What follows belongs to an exercise in optimizing a design on an open flow for small area; a production flow would make more cautious choices. RTL that was checked went through simulation tests only; none was proved equivalent to the original. Power figures rest on the tool's default switching activity, not on a simulated workload.

==> job 1078: inputs <==
==> flow/design.v (excerpt) <==
module mainClock(
    output Vsync,
    output Hsync,
    output [2:0] Rcolor,
    output [2:0] Gcolor,
    output [1:0] Bcolor,
    output reg [3:0] lScore,
    output reg [3:0] rScore,
    output [1:0] winner,
    output reg speakerOut,
    input FPGAclk,
    input reset,
    input startGame,
    input setColor,
    input setSpeed,
    input [2:0] Rinput,
    input [2:0] Ginput,
    input [1:0] Binput,
    input encoderLA,
    input encoderLB,
    input encoderRA,
    input encoderRB
    );
Settings: LEC_CHECK=0, CAP_MARGIN=20, CORE_MARGIN=2, CORE_UTILIZATION=40, CTS_BUF_LIST=sky130_fd_sc_hd__clkbuf_8, SLEW_MARGIN=20; clock period 20.0 ns.
run.sh (not shown) runs the stock make flow with config.mk's settings and CLKGATE_MAP_FILE= SYNTH_SCRIPT=/design/flow/synth_recipe.tcl, a recipe that flattens the netlist after the stock synthesis.
==> job 5659 (differences from job 1078) <==
--- a/flow/design.v
+++ b/flow/design.v
@@ -68,25 +68,24 @@
     reg [1:0] gameState;
     reg wl;              
     wire disp = ~(X[9] & (X[8] | X[7]));            
     wire dp = ~ph & disp;                           
     wire cv = (X != 0) & ltu(X, 641);   
     assign Hsync = ~(~ltu(X, 657) & ltu(X, 752));
-    wire yhigh = Y[9] & ((~Y[8] & (Y[3] | (Y[2] & Y[1] & Y[0]))) | (Y[8] & Y[1]));
+    wire yhigh = Y[9] & ((~Y[8] & Y[5] & (Y[3] | (Y[2] & Y[1] & Y[0]))) | (Y[8] & Y[1]));
     assign Vsync = ~yhigh;
     wire x656 = (X == 656);
     wire x799 = X[9] & X[8] & (&X[4:0]);
-    wire y520 = Y[9] & ~Y[8] & Y[3];
+    wire y479 = ~Y[9] & Y[8] & Y[7] & Y[6] & (&Y[4:0]);
+    wire y552 = Y[9] & ~Y[8] & Y[5] & Y[3];
     assign Rcolor = cv ? (Rmem ^ {3{inv}}) : 3'd0;
     assign Gcolor = cv ? (Gmem ^ {3{inv}}) : 3'd0;
     assign Bcolor = cv ? (Bmem ^ {2{inv}}) : 2'd0;
     wire g3 = gameState[1] & gameState[0];
     assign winner = {g3 & ~wl, g3 & wl};
-    wire ge480 = Y[9] | (&Y[8:5]);
-    wire [8:0] V = ge480 ? {3'b0, Y[9], Y[4:0]} : Y[8:0];
-    wire ff = Y[9] & Y[8];   
+    wire [8:0] V = Y[8:0];
     wire [4:0] step = 5'd17 - {1'b0, gameSpeed[7:4]};
     wire run = gameState[1] | gameState[0];
     wire mvR = run & encoderRA & ~prevRA;
     wire mvL = run & encoderLA & ~prevLA;
     wire [15:0] rsum = add({7'b0, rp}, {6'b0, {5{encoderRB}}, step ^ {5{encoderRB}}}, encoderRB);
     wire [15:0] lsum = add({7'b0, lp}, {6'b0, {5{encoderLB}}, step ^ {5{encoderLB}}}, encoderLB);
@@ -99,13 +98,13 @@
     wire vP = ~dP[9] & ~ltu(dP[8:0], 16) & ltu(dP[8:0], 115);
     wire hP = (~ltu(X, 601) & ltu(X, 620)) | (~ltu(X, 21) & ltu(X, 40));
     wire [15:0] dBH = add({7'b0, X[9:1]}, {6'b0, 1'b1, ~bh}, 1'b1);
     wire hB = ~dBH[9] & ltu(dBH[8:0], 10) & ((dBH[3:0] != 0) | X[0]);
     wire [15:0] dBV = add({8'b0, V[8:1]}, {7'b0, 1'b1, ~bv}, 1'b1);
     wire vB = ~dBV[8] & ~ltu(dBV[7:0], 8) & (ltu(dBV[7:0], 17) | ((dBV[7:0] == 17) & ~V[0]));
-    wire hit = ((hP & vP) | (hB & vB)) & ~ff;
+    wire hit = (hP & vP) | (hB & vB);
     wire [7:0] gs_n = setSpeed ? {Rinput, Ginput, Binput} : gameSpeed;
     wire stepNow = ~ltu(gameCount, gs_n);
     wire s1 = gameState == 1;
     wire s2 = gameState == 2;
     wire gstep = dp & s1 & stepNow;
     wire rw = mr & bh[8] & bh[5] & bh[4] & bh[2] & bh[1];    
@@ -125,38 +124,41 @@
     wire s3ns = dp & g3 & ~startGame;
     wire s23 = (dp & s2) | s3ns;
     wire [15:0] pcsum = add({2'b0, pauseCount}, {14'b0, tinc & s23, 1'b0}, tinc ^ s23);
     wire gt1250 = ~tz & (tinc ? ~ltu(pauseCount, 1250) : ~ltu(pauseCount, 1251));
     wire ge625 = ~tz & (tinc ? ~ltu(pauseCount, 624) : ~ltu(pauseCount, 625));
     wire pclr = (gstep & win) | (s3ns & gt1250) | tz;
+    always @(posedge FPGAclk) begin
+        prevRA <= encoderRA;
+        prevLA <= encoderLA;
+        if (dp) inv <= hit;
+        if (gstep & wall) wl <= rw;
+    end
     always @(posedge FPGAclk or posedge reset) begin
         if (reset) begin
-            ph <= 0; X <= 656; Y <= 1021; inv <= 0;
+            ph <= 0; X <= 656; Y <= 1021;
             Rmem <= 0; Gmem <= 0; Bmem <= 0;
             gameSpeed <= 128; gameCount <= 0; pauseCount <= 0; toneFrq <= 0; playTone <= 1;
             speakerOut <= 0;
             lp <= 190; rp <= 190; bh <= 155; bv <= 115; mr <= 0; md <= 0;
-            prevRA <= 0; prevLA <= 0; gameState <= 0; wl <= 0; lScore <= 0; rScore <= 0;
+            gameState <= 0; lScore <= 0; rScore <= 0;
         end else begin
             ph <= ~ph;
-            prevRA <= encoderRA;
-            prevLA <= encoderLA;
             rp <= rp_n;
             lp <= lp_n;
             if (tinc) begin
                 toneFrq <= add(toneFrq, 0, 1);
                 if (&toneFrq) speakerOut <= ~speakerOut;
             end
             playTone <= (playTone & lt6200) | (gstep & phit);
             pauseCount <= pclr ? {13'b0, tz & s23} : pcsum[13:0];
             if (~ph) begin
                 X <= x799 ? 10'd0 : add(X, 0, 1);
-                if (x656) Y <= y520 ? 10'd0 : add(Y, 0, 1);
+                if (x656) Y <= y479 ? 10'd512 : y552 ? 10'd0 : add(Y, 0, 1);
             end
             if (dp) begin
-                inv <= hit;
                 if (setColor) begin
                     Rmem <= Rinput; Gmem <= Ginput; Bmem <= Binput;
                 end
                 gameSpeed <= gs_n;
                 case (gameState)
                     0: if (startGame) gameState <= 1;
@@ -165,13 +167,12 @@
                         if (stepNow) begin
                             if (wall) begin
                                 mr <= lw;
                                 bh <= 155;
                                 bv <= md ? 116 : 114;
                                 gameState <= win ? 2'd3 : 2'd2;
-                                wl <= rw;
                                 if (rw & ~win) lScore <= add(lScore, 0, 1);
                                 if (lw & ~win) rScore <= add(rScore, 0, 1);
                             end else begin
                                 if (phit) mr <= ~mr;
                                 else bh <= add(bh, mr ? 0 : 16'hffff, mr);
                                 if (md) begin
==> flow/flow/run.sh (new file) <==
#!/bin/bash
# Own layout flow: the standard ORFS flow (standard.sh) with
#  - an area-oriented ABC script (flow/abc_area.script) for the
#    combinational mapping, and no separate full/half-adder extraction,
#    so ABC maps the adders too;
#  - a clock tree built from clkbuf_4 without dummy loads.
# Registers come from the standard synthesis unchanged (dfflibmap runs before
# ABC, which does not touch flip-flops).  Each tool's full output is in the
# ORFS logs under orfs/logs; make's own output is in flow_make.log here.
set -euo pipefail
rm -rf scripts_area
cp -r "$FLOW_HOME/scripts" scripts_area
cp flow/abc_area.script scripts_area/abc_area.script
bash standard.sh "SCRIPTS_DIR=$PWD/scripts_area" ABC_AREA=1 ADDER_MAP_FILE= \
    "CTS_ARGS=-sink_clustering_enable -repair_clock_nets -dont_use_dummy_load -buf_list sky130_fd_sc_hd__clkbuf_4" \
    finish > flow_make.log 2>&1
==> flow/flow/abc_area.script (new file) <==
strash
&get -n
&deepsyn -T 60
&put
dch -f
amap
topo
==> flow/standard.sh (new file) <==
#!/bin/bash
# synth_recipe.tcl (not shown) runs the flow's synth.tcl, then flattens the netlist and writes it again
# the make line also repeats each setting of config.mk as NAME=value (left out here)
make -C /OpenROAD-flow-scripts/flow DESIGN_CONFIG=/design/flow/config.mk WORK_HOME=/design/flow/orfs CLKGATE_MAP_FILE= SYNTH_SCRIPT=/design/flow/synth_recipe.tcl "${@:-finish}"
Settings changed: CORE_UTILIZATION 40 to 55, CTS_BUF_LIST sky130_fd_sc_hd__clkbuf_8 to default.
removed: flow/run.sh
==> job 1203 (differences from job 1078) <==
--- a/flow/design.v
+++ b/flow/design.v
@@ -68,25 +68,24 @@
     reg [1:0] gameState;
     reg wl;              
     wire disp = ~(X[9] & (X[8] | X[7]));            
     wire dp = ~ph & disp;                           
     wire cv = (X != 0) & ltu(X, 641);   
     assign Hsync = ~(~ltu(X, 657) & ltu(X, 752));
-    wire yhigh = Y[9] & ((~Y[8] & (Y[3] | (Y[2] & Y[1] & Y[0]))) | (Y[8] & Y[1]));
+    wire yhigh = Y[9] & ((~Y[8] & Y[5] & (Y[3] | (Y[2] & Y[1] & Y[0]))) | (Y[8] & Y[1]));
     assign Vsync = ~yhigh;
     wire x656 = (X == 656);
     wire x799 = X[9] & X[8] & (&X[4:0]);
-    wire y520 = Y[9] & ~Y[8] & Y[3];
+    wire y479 = ~Y[9] & Y[8] & Y[7] & Y[6] & (&Y[4:0]);
+    wire y552 = Y[9] & ~Y[8] & Y[5] & Y[3];
     assign Rcolor = cv ? (Rmem ^ {3{inv}}) : 3'd0;
     assign Gcolor = cv ? (Gmem ^ {3{inv}}) : 3'd0;
     assign Bcolor = cv ? (Bmem ^ {2{inv}}) : 2'd0;
     wire g3 = gameState[1] & gameState[0];
     assign winner = {g3 & ~wl, g3 & wl};
-    wire ge480 = Y[9] | (&Y[8:5]);
-    wire [8:0] V = ge480 ? {3'b0, Y[9], Y[4:0]} : Y[8:0];
-    wire ff = Y[9] & Y[8];   
+    wire [8:0] V = Y[8:0];
     wire [4:0] step = 5'd17 - {1'b0, gameSpeed[7:4]};
     wire run = gameState[1] | gameState[0];
     wire mvR = run & encoderRA & ~prevRA;
     wire mvL = run & encoderLA & ~prevLA;
     wire [15:0] rsum = add({7'b0, rp}, {6'b0, {5{encoderRB}}, step ^ {5{encoderRB}}}, encoderRB);
     wire [15:0] lsum = add({7'b0, lp}, {6'b0, {5{encoderLB}}, step ^ {5{encoderLB}}}, encoderLB);
@@ -99,13 +98,13 @@
     wire vP = ~dP[9] & ~ltu(dP[8:0], 16) & ltu(dP[8:0], 115);
     wire hP = (~ltu(X, 601) & ltu(X, 620)) | (~ltu(X, 21) & ltu(X, 40));
     wire [15:0] dBH = add({7'b0, X[9:1]}, {6'b0, 1'b1, ~bh}, 1'b1);
     wire hB = ~dBH[9] & ltu(dBH[8:0], 10) & ((dBH[3:0] != 0) | X[0]);
     wire [15:0] dBV = add({8'b0, V[8:1]}, {7'b0, 1'b1, ~bv}, 1'b1);
     wire vB = ~dBV[8] & ~ltu(dBV[7:0], 8) & (ltu(dBV[7:0], 17) | ((dBV[7:0] == 17) & ~V[0]));
-    wire hit = ((hP & vP) | (hB & vB)) & ~ff;
+    wire hit = (hP & vP) | (hB & vB);
     wire [7:0] gs_n = setSpeed ? {Rinput, Ginput, Binput} : gameSpeed;
     wire stepNow = ~ltu(gameCount, gs_n);
     wire s1 = gameState == 1;
     wire s2 = gameState == 2;
     wire gstep = dp & s1 & stepNow;
     wire rw = mr & bh[8] & bh[5] & bh[4] & bh[2] & bh[1];    
@@ -125,38 +124,41 @@
     wire s3ns = dp & g3 & ~startGame;
     wire s23 = (dp & s2) | s3ns;
     wire [15:0] pcsum = add({2'b0, pauseCount}, {14'b0, tinc & s23, 1'b0}, tinc ^ s23);
     wire gt1250 = ~tz & (tinc ? ~ltu(pauseCount, 1250) : ~ltu(pauseCount, 1251));
     wire ge625 = ~tz & (tinc ? ~ltu(pauseCount, 624) : ~ltu(pauseCount, 625));
     wire pclr = (gstep & win) | (s3ns & gt1250) | tz;
+    always @(posedge FPGAclk) begin
+        prevRA <= encoderRA;
+        prevLA <= encoderLA;
+        if (dp) inv <= hit;
+        if (gstep & wall) wl <= rw;
+    end
     always @(posedge FPGAclk or posedge reset) begin
         if (reset) begin
-            ph <= 0; X <= 656; Y <= 1021; inv <= 0;
+            ph <= 0; X <= 656; Y <= 1021;
             Rmem <= 0; Gmem <= 0; Bmem <= 0;
             gameSpeed <= 128; gameCount <= 0; pauseCount <= 0; toneFrq <= 0; playTone <= 1;
             speakerOut <= 0;
             lp <= 190; rp <= 190; bh <= 155; bv <= 115; mr <= 0; md <= 0;
-            prevRA <= 0; prevLA <= 0; gameState <= 0; wl <= 0; lScore <= 0; rScore <= 0;
+            gameState <= 0; lScore <= 0; rScore <= 0;
         end else begin
             ph <= ~ph;
-            prevRA <= encoderRA;
-            prevLA <= encoderLA;
             rp <= rp_n;
             lp <= lp_n;
             if (tinc) begin
                 toneFrq <= add(toneFrq, 0, 1);
                 if (&toneFrq) speakerOut <= ~speakerOut;
             end
             playTone <= (playTone & lt6200) | (gstep & phit);
             pauseCount <= pclr ? {13'b0, tz & s23} : pcsum[13:0];
             if (~ph) begin
                 X <= x799 ? 10'd0 : add(X, 0, 1);
-                if (x656) Y <= y520 ? 10'd0 : add(Y, 0, 1);
+                if (x656) Y <= y479 ? 10'd512 : y552 ? 10'd0 : add(Y, 0, 1);
             end
             if (dp) begin
-                inv <= hit;
                 if (setColor) begin
                     Rmem <= Rinput; Gmem <= Ginput; Bmem <= Binput;
                 end
                 gameSpeed <= gs_n;
                 case (gameState)
                     0: if (startGame) gameState <= 1;
@@ -165,13 +167,12 @@
                         if (stepNow) begin
                             if (wall) begin
                                 mr <= lw;
                                 bh <= 155;
                                 bv <= md ? 116 : 114;
                                 gameState <= win ? 2'd3 : 2'd2;
-                                wl <= rw;
                                 if (rw & ~win) lScore <= add(lScore, 0, 1);
                                 if (lw & ~win) rScore <= add(rScore, 0, 1);
                             end else begin
                                 if (phit) mr <= ~mr;
                                 else bh <= add(bh, mr ? 0 : 16'hffff, mr);
                                 if (md) begin
==> flow/flow/run.sh (new file) <==
#!/bin/bash
# Own layout flow: the standard ORFS flow (standard.sh) with
#  - an area-oriented ABC script (flow/abc_area.script) for the
#    combinational mapping, and no separate full/half-adder extraction,
#    so ABC maps the adders too;
#  - a clock tree built from clkbuf_4 without dummy loads.
# Registers come from the standard synthesis unchanged (dfflibmap runs before
# ABC, which does not touch flip-flops).  Each tool's full output is in the
# ORFS logs under orfs/logs; make's own output is in flow_make.log here.
set -euo pipefail
rm -rf scripts_area
cp -r "$FLOW_HOME/scripts" scripts_area
cp flow/abc_area.script scripts_area/abc_area.script
bash standard.sh "SCRIPTS_DIR=$PWD/scripts_area" ABC_AREA=1 ADDER_MAP_FILE= \
    "CTS_ARGS=-sink_clustering_enable -repair_clock_nets -dont_use_dummy_load -buf_list sky130_fd_sc_hd__clkbuf_4" \
    finish > flow_make.log 2>&1
==> flow/flow/abc_area.script (new file) <==
strash
&get -n
&deepsyn -T 120
&put
dch -f
amap
topo
==> flow/standard.sh (new file) <==
#!/bin/bash
# synth_recipe.tcl (not shown) runs the flow's synth.tcl, then flattens the netlist and writes it again
# the make line also repeats each setting of config.mk as NAME=value (left out here)
make -C /OpenROAD-flow-scripts/flow DESIGN_CONFIG=/design/flow/config.mk WORK_HOME=/design/flow/orfs CLKGATE_MAP_FILE= SYNTH_SCRIPT=/design/flow/synth_recipe.tcl "${@:-finish}"
Settings changed: CORE_UTILIZATION 40 to 70, CTS_BUF_LIST sky130_fd_sc_hd__clkbuf_8 to default.
removed: flow/run.sh
==> notes.md <==
	job 5659	job 1203	job 1078
Required time of the worst setup path	20.43 ns	20.43 ns	20.33 ns
Detailed-route wire length per cell	15.36 um	16.76 um	15.77 um
Fraction of area in clock buffers and inverters	0.01653	0.01672	0.03999
Power consumed by sequential cells	0.370 mW	0.361 mW	0.378 mW
Routed length on met2	7978 um	8977 um	9187 um
Wire length on met1	8263 um	7423 um	9259 um
Total power after layout	0.8636 mW	0.8265 mW	1.118 mW
Worst setup slack for register-to-register paths	11.63 ns	10.69 ns	10.25 ns
Largest fanout of any net on the critical path	7	6	11
Post-Synthesis Net Count	926	935	1041
Met3 Track Usage GR	0.05968	0.08118	0.03584
Leading power group	combinational cells	sequential cells	combinational cells
Largest stage delay, worst path	0.88 ns	0.67 ns	0.67 ns
Cell area power density	111.8 nW/um2	108.3 nW/um2	114.2 nW/um2
Final worst setup slack	8.074 ns	7.100 ns	6.686 ns
Placed inst area	7594 um2	7506 um2	9398 um2
Most numerous cell on the critical path	sky130_fd_sc_hd__nor2_1	sky130_fd_sc_hd__o21ai_0	sky130_fd_sc_hd__fa_1
Outcome	timing/DRC/antenna clean	timing/DRC/antenna clean	timing/DRC/antenna clean
Cells after synthesis	909	918	903
Area inside the core boundary	12520 um2	9684 um2	21690 um2
Total stage count of the critical path	41	51	38
Compound-gate portion of the synthesized area	0.2828	0.2775	0.1136
For job 1078, only the layout was checked, not whether the RTL still works.

[afterwards: timing with drivers on the ports]
In the flow no input, the clock included, has a driving cell. The finished layouts below were timed again as built, in two steps. Step 1, drivers: a clkbuf_16 drives FPGAclk and a buf_2 each remaining input, both assumed. Step 2 also shifts input and output timing later by t, the mid clock arrival at the registers, as if the neighbouring blocks saw the same clock. Slacks: ideal / step 1 / step 2; pairs: ideal / step 1.
| run | t (ns) | setup WS [ns] | worst data-port slew with drivers (ns) | cell pins on the clock port's net |
|---|---|---|---|---|
| job 1078 | 0.480 | 6.686 / 6.708 / 6.228 | 0.04 | 1 |
| job 5659 | 0.554 | 8.074 / 8.086 / 7.532 | 0.04 | 1 |
| job 1203 | 0.562 | 7.100 / 7.104 / 6.541 | 0.04 | 1 |
After both steps every run listed still meets setup and hold. The setup slack of job 1203, which loses most, moves by +0.004 ns with the drivers and by -0.559 ns with both steps.
